What follows belongs to an exercise in optimizing a design on an open flow for small area, a short achievable clock period and few clock cycles; a production flow would make more cautious choices.
Only the layout flow was run in this run; the RTL was not checked for function there.
Power and IR drop assume default switching activity.

File: flow/run.sh
#!/bin/bash
# synth_recipe.tcl (not shown) runs the flow's synth.tcl, then flattens the netlist and writes it again
# the make line also repeats each setting of config.mk as NAME=value (left out here)
make -C /OpenROAD-flow-scripts/flow DESIGN_CONFIG=/design/flow/config.mk WORK_HOME=/design/flow/orfs CLKGATE_MAP_FILE= SYNTH_SCRIPT=/design/flow/synth_recipe.tcl finish
File: flow/config.mk
export PLATFORM = sky130hd
export DESIGN_NAME = postfix
export DESIGN_NICKNAME = postfix
export VERILOG_FILES = /design/flow/design.v
export SDC_FILE = /design/flow/constraint.sdc
export NUM_CORES = 4
export LEC_CHECK = 0
export CAP_MARGIN = 20
export CORE_MARGIN = 2
export CORE_UTILIZATION = 45
export PLACE_DENSITY = 0.6
export SLEW_MARGIN = 20
File: flow/constraint.sdc
create_clock -name core_clock -period 17.0 [get_ports {clk}]
set_input_delay 3.4000 -clock core_clock [delete_from_list [all_inputs] [get_ports {clk}]]
set_output_delay 3.4000 -clock core_clock [all_outputs]
set_load 0.01 [all_outputs]
File: flow/design.v
module postfix(input clk,
               input rst,
               input [7:0] infix,
               input infix_valid,
               output infix_ready,
               output reg [7:0] result,
               output reg done);
localparam NE = 12;    
localparam NB = 24;    
reg [11:0] q0, q1;
reg [1:0]  cnt;
assign infix_ready = ~cnt[1];
wire b4 = infix[4];
wire [11:0] dec = { b4 & ~(infix[3] & infix[2]),
                    ~b4 & (infix[3:0] == 4'hB),
                    ~b4 & (infix[3:0] == 4'hD),
                    ~b4 & (infix[3:0] == 4'hA),
                    ~b4 & (infix[3:0] == 4'h5),
                    ~b4 & (infix[3:0] == 4'h8),
                    ~b4 & (infix[3:0] == 4'h9),
                    b4 & infix[3] & infix[2],
                    infix[3:0] };
wire c_v   = cnt != 2'd0;
wire c_dig = q0[11], c_add = q0[10], c_sub = q0[9], c_mul = q0[8],
     c_mod = q0[7],  c_lp  = q0[6],  c_rp  = q0[5], c_eq  = q0[4];
wire [3:0] c_d = q0[3:0];
wire take;    
wire push_q = infix_valid & ~cnt[1];
always @(posedge clk) begin
  if (rst) cnt <= 2'd0;
  else     cnt <= cnt + {1'b0, push_q} - {1'b0, take};
  if (take) begin
    q0 <= (cnt == 2'd2) ? q1 : dec;
  end else if (cnt == 2'd0) begin
    q0 <= dec;
  end
  if (cnt == 2'd1 && !take) q1 <= dec;
  if (cnt == 2'd2 && take) q1 <= dec;
end
reg [7:0] S, T;
reg [1:0] aop;    
reg [1:0] mop;    
reg [19:0] stk [0:NE-1];
reg [NB-1:0] bst;
wire [7:0] Sp = stk[0][19:12];
wire [7:0] Tp = stk[0][11:4];
wire [1:0] ap = stk[0][3:2];
wire [1:0] mp = stk[0][1:0];
wire [7:0] inner = (aop == 2'd1) ? S + T : (aop == 2'd2) ? S - T : T;
wire       triv  = bst[0];
wire [7:0] dprod = T * c_d;
reg  [7:0] drem;
always @(*) begin
  case (c_d)
    4'd0: drem = T;
    4'd1: drem = 8'd0;
    4'd2: drem = {7'd0, T[0]};
    4'd3: drem = T % 8'd3;
    4'd4: drem = {6'd0, T[1:0]};
    4'd5: drem = T % 8'd5;
    4'd6: drem = T % 8'd6;
    4'd7: drem = T % 8'd7;
    4'd8: drem = {5'd0, T[2:0]};
    default: drem = T % 8'd9;
  endcase
end
wire [7:0] tdig = (mop == 2'd1) ? dprod : (mop == 2'd2) ? drem : {4'd0, c_d};
reg  [1:0] ph;         
reg  [2:0] dcnt;
reg  [7:0] R;          
wire slow = c_rp & ~triv & (mp != 2'd0);
function [8:0] dstep(input [8:0] r, input b, input [7:0] v);
  reg [9:0] t;
  begin
    t = {r[8:0], b} - {2'd0, v};
    dstep = t[9] ? {r[7:0], b} : t[8:0];
  end
endfunction
reg [7:0] rnext;
always @(*) begin : divblk
  reg [8:0] r;
  r = {1'b0, R};
  case (dcnt)
    3'd0: begin r = 9'd0; r = dstep(r, Tp[7], T); r = dstep(r, Tp[6], T); r = dstep(r, Tp[5], T); end
    3'd1: begin r = dstep(r, Tp[4], T); r = dstep(r, Tp[3], T); r = dstep(r, Tp[2], T); end
    default: begin r = dstep(r, Tp[1], T); r = dstep(r, Tp[0], T); end
  endcase
  rnext = r[7:0];
end
wire finish_slow = (ph == 2'd1) | (ph == 2'd2 && dcnt == 3'd2);
assign take = c_v & ((ph == 2'd0) ? ~slow : finish_slow);
wire empty = (aop == 2'd0) && (mop == 2'd0);
wire do_push = c_v & (ph == 2'd0) & c_lp & ~empty;
wire do_pop  = c_v & c_rp & ~triv & take;
integer n;
always @(posedge clk) begin
  if (do_push) begin
    stk[0] <= {S, T, aop, mop};
    for (n = 1; n < NE; n = n + 1) stk[n] <= stk[n-1];
  end else if (do_pop) begin
    for (n = 0; n < NE-1; n = n + 1) stk[n] <= stk[n+1];
  end
  if (c_v & c_lp) bst <= {bst[NB-2:0], empty};
  else if (c_v & c_rp & take) bst <= {1'b0, bst[NB-1:1]};
end
always @(posedge clk) begin
  done <= 1'b0;
  if (rst) begin
    aop <= 2'd0;
    mop <= 2'd0;
    ph <= 2'd0;
  end else if (c_v) begin
    if (ph == 2'd1) begin
      T <= Tp * T;
      ph <= 2'd0;
    end else if (ph == 2'd2) begin
      R <= rnext;
      dcnt <= dcnt + 3'd1;
      if (dcnt == 3'd2) begin
        T <= (T == 8'd0) ? Tp : rnext;
        ph <= 2'd0;
      end
    end else begin
      if (c_dig) begin
        T <= tdig;
        mop <= 2'd0;
      end
      if (c_mul) mop <= 2'd1;
      if (c_mod) mop <= 2'd2;
      if (c_add | c_sub) begin
        S <= inner;
        aop <= c_add ? 2'd1 : 2'd2;
      end
      if (c_lp) begin
        aop <= 2'd0;
        mop <= 2'd0;
      end
      if (c_rp) begin
        T <= inner;
        mop <= 2'd0;
        if (slow) begin
          ph <= mp;
          dcnt <= 3'd0;
        end
      end
      if (c_eq) begin
        result <= inner + 8'd48;
        done <= 1'b1;
        aop <= 2'd0;
        mop <= 2'd0;
      end
    end
    if (do_pop) begin
      aop <= ap;
      S <= Sp;
    end else if (c_rp & take & triv) begin
      aop <= 2'd0;
    end
  end
end
endmodule
==> impl_results.html <==
<table>
<tr><th>Metric</th><th>Value</th></tr>
<tr><th colspan="2">Run status</th></tr>
<tr><td>Outcome</td><td>complete, no violations</td></tr>
<tr><th colspan="2">STA</th></tr>
<tr><td>RSZ-0062 raised after global routing</td><td>no</td></tr>
<tr><td>Worst-Margin Slew</td><td>1.08 ns</td></tr>
<tr><td>Final hold viol count</td><td>0</td></tr>
<tr><td>Fin. max-slew vios</td><td>0</td></tr>
<tr><td>Final period utilization</td><td>78.4%</td></tr>
<tr><td>Setup TNS after final layout</td><td>0 ns</td></tr>
<tr><td>Final Skew</td><td>0.0157 ns</td></tr>
<tr><td>Final-report setup violation count</td><td>0</td></tr>
<tr><td>Worst relative slew slack</td><td>27.7%</td></tr>
<tr><td>Maximum operating frequency</td><td>75.0 MHz</td></tr>
<tr><td>Minimum period implied by the final worst setup slack</td><td>13.33 ns</td></tr>
<tr><th colspan="2">GRT</th></tr>
<tr><td>Grt total ovfl</td><td>0</td></tr>
<tr><td>Initial antenna violation count</td><td>0</td></tr>
<tr><td>Global-route met3 utilization</td><td>2.88%</td></tr>
<tr><td>Wire length of the first global-routing pass</td><td>71300 µm</td></tr>
<tr><td>Busiest layer in global routing</td><td>met2</td></tr>
<tr><td>Via count of the first global-routing pass</td><td>13600</td></tr>
<tr><td>Met2 demand-to-capacity share in global routing</td><td>29.0%</td></tr>
<tr><td>Maximum number of pins on one net before global-route repair</td><td>210</td></tr>
<tr><td>Combined global-route utilization of all metal layers</td><td>17.8%</td></tr>
<tr><td>Global routing usage on met1</td><td>24.5%</td></tr>
<tr><th colspan="2">Clocking</th></tr>
<tr><td>Level count of the clock H-tree</td><td>2</td></tr>
<tr><td>Maximum root-to-sink buffer count</td><td>3</td></tr>
<tr><td>Number of CTS-inserted buffers</td><td>37</td></tr>
<tr><td>CTS tree</td><td>built</td></tr>
<tr><td>Postcts setup bufs</td><td>0</td></tr>
<tr><td>Resized Gates After CTS</td><td>0</td></tr>
<tr><td>Insertion delay to the later sink of the worst-skew pair</td><td>0.55 ns</td></tr>
<tr><td>Clock Sink Count</td><td>332</td></tr>
<tr><td>Clock tree root buffer cell</td><td>sky130_fd_sc_hd__clkbuf_16</td></tr>
<tr><td>Clock transition at the registers of the reported paths</td><td>0.06 ns</td></tr>
<tr><td>Hold bufs inserted after CTS</td><td>0</td></tr>
<tr><th colspan="2">Yosys</th></tr>
<tr><td>Number of instances in the synthesized netlist</td><td>1806</td></tr>
<tr><td>Cell accounting for the most synthesized area</td><td>sky130_fd_sc_hd__edfxtp_1</td></tr>
<tr><td>Proportion of synthesized flip-flops having asynchronous set or reset</td><td>0%</td></tr>
<tr><td>Sequential share of the synthesized area</td><td>46.7%</td></tr>
<tr><td>Fraction of synthesized cell area taken by the top area cell type</td><td>45.8%</td></tr>
<tr><td>Top post-synthesis cells by count</td><td>sky130_fd_sc_hd__edfxtp_1 (323), sky130_fd_sc_hd__mux2_2 (269), sky130_fd_sc_hd__ha_1 (134), sky130_fd_sc_hd__nor2_1 (126), sky130_fd_sc_hd__inv_1 (105)</td></tr>
<tr><td>Xor and xnor fraction of the mapped netlist area</td><td>3.05%</td></tr>
<tr><td>Multiplexer fraction of the synthesized cell area</td><td>15.2%</td></tr>
<tr><td>Post-synthesis instance area</td><td>21200 µm²</td></tr>
<tr><td>Synth Warn #</td><td>2</td></tr>
<tr><td>Number of synthesized flops with an enable pin</td><td>323</td></tr>
<tr><td>Share of synthesized cell area in and, or, nand and nor gates</td><td>10.0%</td></tr>
<tr><td>Mean area per synthesized cell</td><td>11.7 µm²</td></tr>
<tr><td>Flip-flop and latch count after synthesis</td><td>332</td></tr>
<tr><td>Synth Area in Compound Gates</td><td>10.7%</td></tr>
<tr><td>Post-synth top flop</td><td>sky130_fd_sc_hd__edfxtp_1</td></tr>
<tr><td>Post-Synth Adder-Cell Area</td><td>11.1%</td></tr>
<tr><td>Count of cell types in the netlist</td><td>101</td></tr>
<tr><td>Top post-synthesis cells by area</td><td>sky130_fd_sc_hd__edfxtp_1 (46%), sky130_fd_sc_hd__mux2_2 (14%), sky130_fd_sc_hd__ha_1 (7.9%)</td></tr>
<tr><td>Largest family of logic cells by synthesized area</td><td>multiplexers</td></tr>
<tr><td>Most repeated cell in the gate-level netlist after synthesis</td><td>sky130_fd_sc_hd__edfxtp_1</td></tr>
<tr><th colspan="2">Setup path</th></tr>
<tr><td>Data arrival time of the critical path</td><td>13.61 ns</td></tr>
<tr><td>Number of buffers and inverters on the critical path</td><td>4</td></tr>
<tr><td>Element type at the critical path end</td><td>flip-flop</td></tr>
<tr><td>Critical path data required time</td><td>17.29 ns</td></tr>
<tr><td>Max stage delay on crit path</td><td>0.70 ns</td></tr>
<tr><td>Slowest cell on crit path</td><td>sky130_fd_sc_hd__edfxtp_1</td></tr>
<tr><td>Maximum net fanout on the critical path</td><td>17</td></tr>
<tr><td>Dominant delay contributor by cell family on the critical path</td><td>compound AO/OA/AOI/OAI gates</td></tr>
<tr><td>Critical Path Source Type</td><td>flip-flop</td></tr>
<tr><td>Top cell by count, worst path</td><td>sky130_fd_sc_hd__o21a_1</td></tr>
<tr><td>Startpoint-to-endpoint class of the critical path</td><td>flip-flop to flip-flop</td></tr>
<tr><th colspan="2">Layout</th></tr>
<tr><td>Fin nets</td><td>1989</td></tr>
<tr><td>Antenna diode count</td><td>0</td></tr>
<tr><td>Fraction of layout instances using a drive strength above 1</td><td>21.5%</td></tr>
<tr><td>Area growth from synthesis to final layout</td><td>10.1%</td></tr>
<tr><td>Number of filler instances in the final layout</td><td>4150</td></tr>
<tr><td>Non-filler instance count after layout</td><td>2446</td></tr>
<tr><th colspan="2">Power and ir drop</th></tr>
<tr><td>Pwr per Cell Area</td><td>199 nW/µm²</td></tr>
<tr><td>PnR Total Power</td><td>4.65 mW</td></tr>
<tr><td>Maximum VDD drop</td><td>0.000322 V</td></tr>
<tr><td>Static leakage</td><td>8.59 nW</td></tr>
<tr><th colspan="2">Place</th></tr>
<tr><td>Detailed Place HPWL</td><td>30500 µm</td></tr>
<tr><td>Final RePlAce weighted congestion</td><td>0.876</td></tr>
<tr><td>Count of placed standard cells including taps</td><td>2380</td></tr>
<tr><td>Buffers on Ports</td><td>17</td></tr>
<tr><th colspan="2">Floorplan</th></tr>
<tr><td>Width of the die</td><td>221 µm</td></tr>
<tr><td>Starting density of the core</td><td>45.6%</td></tr>
<tr><td>Die span in y</td><td>221 µm</td></tr>
<tr><td>I/O pin cnt</td><td>21</td></tr>
<tr><td>Area of the core</td><td>46500 µm²</td></tr>
<tr><td>Area enclosed by the die boundary</td><td>48800 µm²</td></tr>
<tr><td>Count of standard-cell rows</td><td>79</td></tr>
<tr><th colspan="2">Flow run</th></tr>
<tr><td>Max-cap violation count</td><td>0</td></tr>
<tr><th colspan="2">Drt</th></tr>
<tr><td>Total length of routed wires</td><td>43600 µm</td></tr>
<tr><td>First-pass detailed-route iteration total</td><td>5</td></tr>
<tr><td>Remaining design rule violation count</td><td>0</td></tr>
<tr><td>Total vias in the final route</td><td>13700</td></tr>
<tr><td>DRC marker count from the first detailed-route iteration</td><td>926</td></tr>
<tr><td>Mean number of vias per cell</td><td>5.61</td></tr>
<tr><td>Routed wirelength normalized by instance count</td><td>17.8 µm</td></tr>
<tr><td>Number of nets with antenna violations after routing</td><td>0</td></tr>
<tr><th colspan="2">Worst hold path</th></tr>
<tr><td>Class of the most critical hold timing path</td><td>flip-flop to flip-flop</td></tr>
</table>
-- per-stage QoR --
step | hold slack (ns) | setup WS, ns | utilization (%) | cell area [µm²]
6_report | 0.445 | 3.67 | 50.2 | 23300
5_1_grt | 0.461 | 2.49 | 50.2 | 23300
4_1_cts | 0.447 | 3.67 | 50.1 | 23300
3_5_place_dp | 0.432 | 3.72 | 47.4 | 22000
3_3_place_gp | 0.427 | 4.01 | 47.4 | 22000
2_1_floorplan | 0.422 | 5.39 | - | 21200
-- metal layers --
| layer | routed length (µm) | up-vias | part of all wire [%] |
|---|---|---|---|
| li1 | - | 6710 | - |
| met1 | 20500 | 6739 | 47 |
| met2 | 20500 | 211 | 47 |
| met3 | 1710 | 63 | 3.9 |
| met4 | 943 | 0 | 2.2 |
| met5 | 0 | - | 0 |
-- cell families after synthesis --
logic type      Yosys count
compound gates          336
xor+xnor                 73
fa+ha+maj               170
buf+inv                 179
flops                   332
mux                     287
other cells               1
simple gates            428
-- state kept, by name, indices dropped and copies added (netlist names) --
name / flops
cnt: 2
bst: 24
aop: 2
R: 8
q0: 12
q1: 12
ph: 2
stk: 240
done: 1
mop: 2
S: 8
T: 8
dcnt: 3
result: 8
-- layout make-up --
type | instances | area [µm²] | share of cell area [%]
clock buffers | 45 | 987 | 4.23
repair buffers | 40 | 388 | 1.66
well taps | 607 | 759 | 3.26
flip-flops and latches | 332 | 9880 | 42.4
inverters | 105 | 394 | 1.69
clock inverters | 20 | 265 | 1.14
multi-input cells | 1297 | 10700 | 45.7
-- report_power, final --
group | switching (mW) | internal [mW] | leakage, nW
Clock | 0.320 | 0.506 | 0.609
Sequential | 0.0690 | 1.04 | 3.03
Combinational | 1.56 | 1.16 | 4.95
Total | 1.94 | 2.70 | 8.59
-- path summary, 6_finish.rpt --
path                   startpoint                   end  slack [ns]  depth (start not counted)
max               q0[2]$_DFFE_PP_        T[4]$_DFFE_PP_        3.67                         54
min          stk[10][6]$_DFFE_PP_  stk[11][6]$_DFFE_PP_        0.44                          0
max reg2reg       q0[2]$_DFFE_PP_        T[4]$_DFFE_PP_        3.67                         54
min reg2reg  stk[10][6]$_DFFE_PP_  stk[11][6]$_DFFE_PP_        0.44                          0
-- cell usage in the layout, fill, tap and decap left out, drive strengths merged, types with 7 or more instances in the layout --
| cell | n |
|---|---|
| nand4 | 9 |
| buf | 23 |
| nor2b | 26 |
| nand2b | 21 |
| or2 | 16 |
| clkinv | 11 |
| nor3 | 43 |
| ha | 134 |
| and3 | 14 |
| and2 | 21 |
| clkdlybuf4s50 | 17 |
| o31ai | 7 |
| o21a | 21 |
| o21bai | 10 |
| o21ai | 75 |
| mux2 | 270 |
| nand2 | 104 |
| edfxtp | 323 |
| o22ai | 8 |
| nor2 | 127 |
| fa | 31 |
| a21oi | 83 |
| dfxtp | 9 |
| xnor2 | 57 |
| inv | 106 |
| xor2 | 16 |
| nand3 | 14 |
| a211oi | 18 |
| a31oi | 12 |
| o211ai | 12 |
| a21o | 19 |
| mux2i | 17 |
| clkbuf | 45 |

==> what the ideal ports hide <==
No port has a modelled driver above. Below, the same layout with a new extraction and two added sets of constraints.
Step 1 (the two cells are an assumption about what drives the block):
set clk [get_ports {clk}]
set_driving_cell -lib_cell sky130_fd_sc_hd__clkbuf_16 $clk
set_driving_cell -lib_cell sky130_fd_sc_hd__buf_2 [delete_from_list [all_inputs] $clk]
Step 2 adds t to the input delays and takes it off the output delays; t is the mean of the earliest and latest rising clock arrival at the registers after step 1. Input paths then give back, and output paths get back, about the clock's delay inside the block.
Three values: ideal ports, drivers, drivers and shift; two values: the first two.
t (ns): 0.593
setup slack, ns: 3.675 / 3.675 / 3.675
hold slack, ns: 0.445 / 0.445 / 0.445
worst data-port slew with drivers (ns): 0.05
pins driven straight from the clock port: 1
After both steps this run still meets setup and hold. For this run, drivers alone change the setup slack by 0.000 ns; drivers and shift together by 0.000 ns.
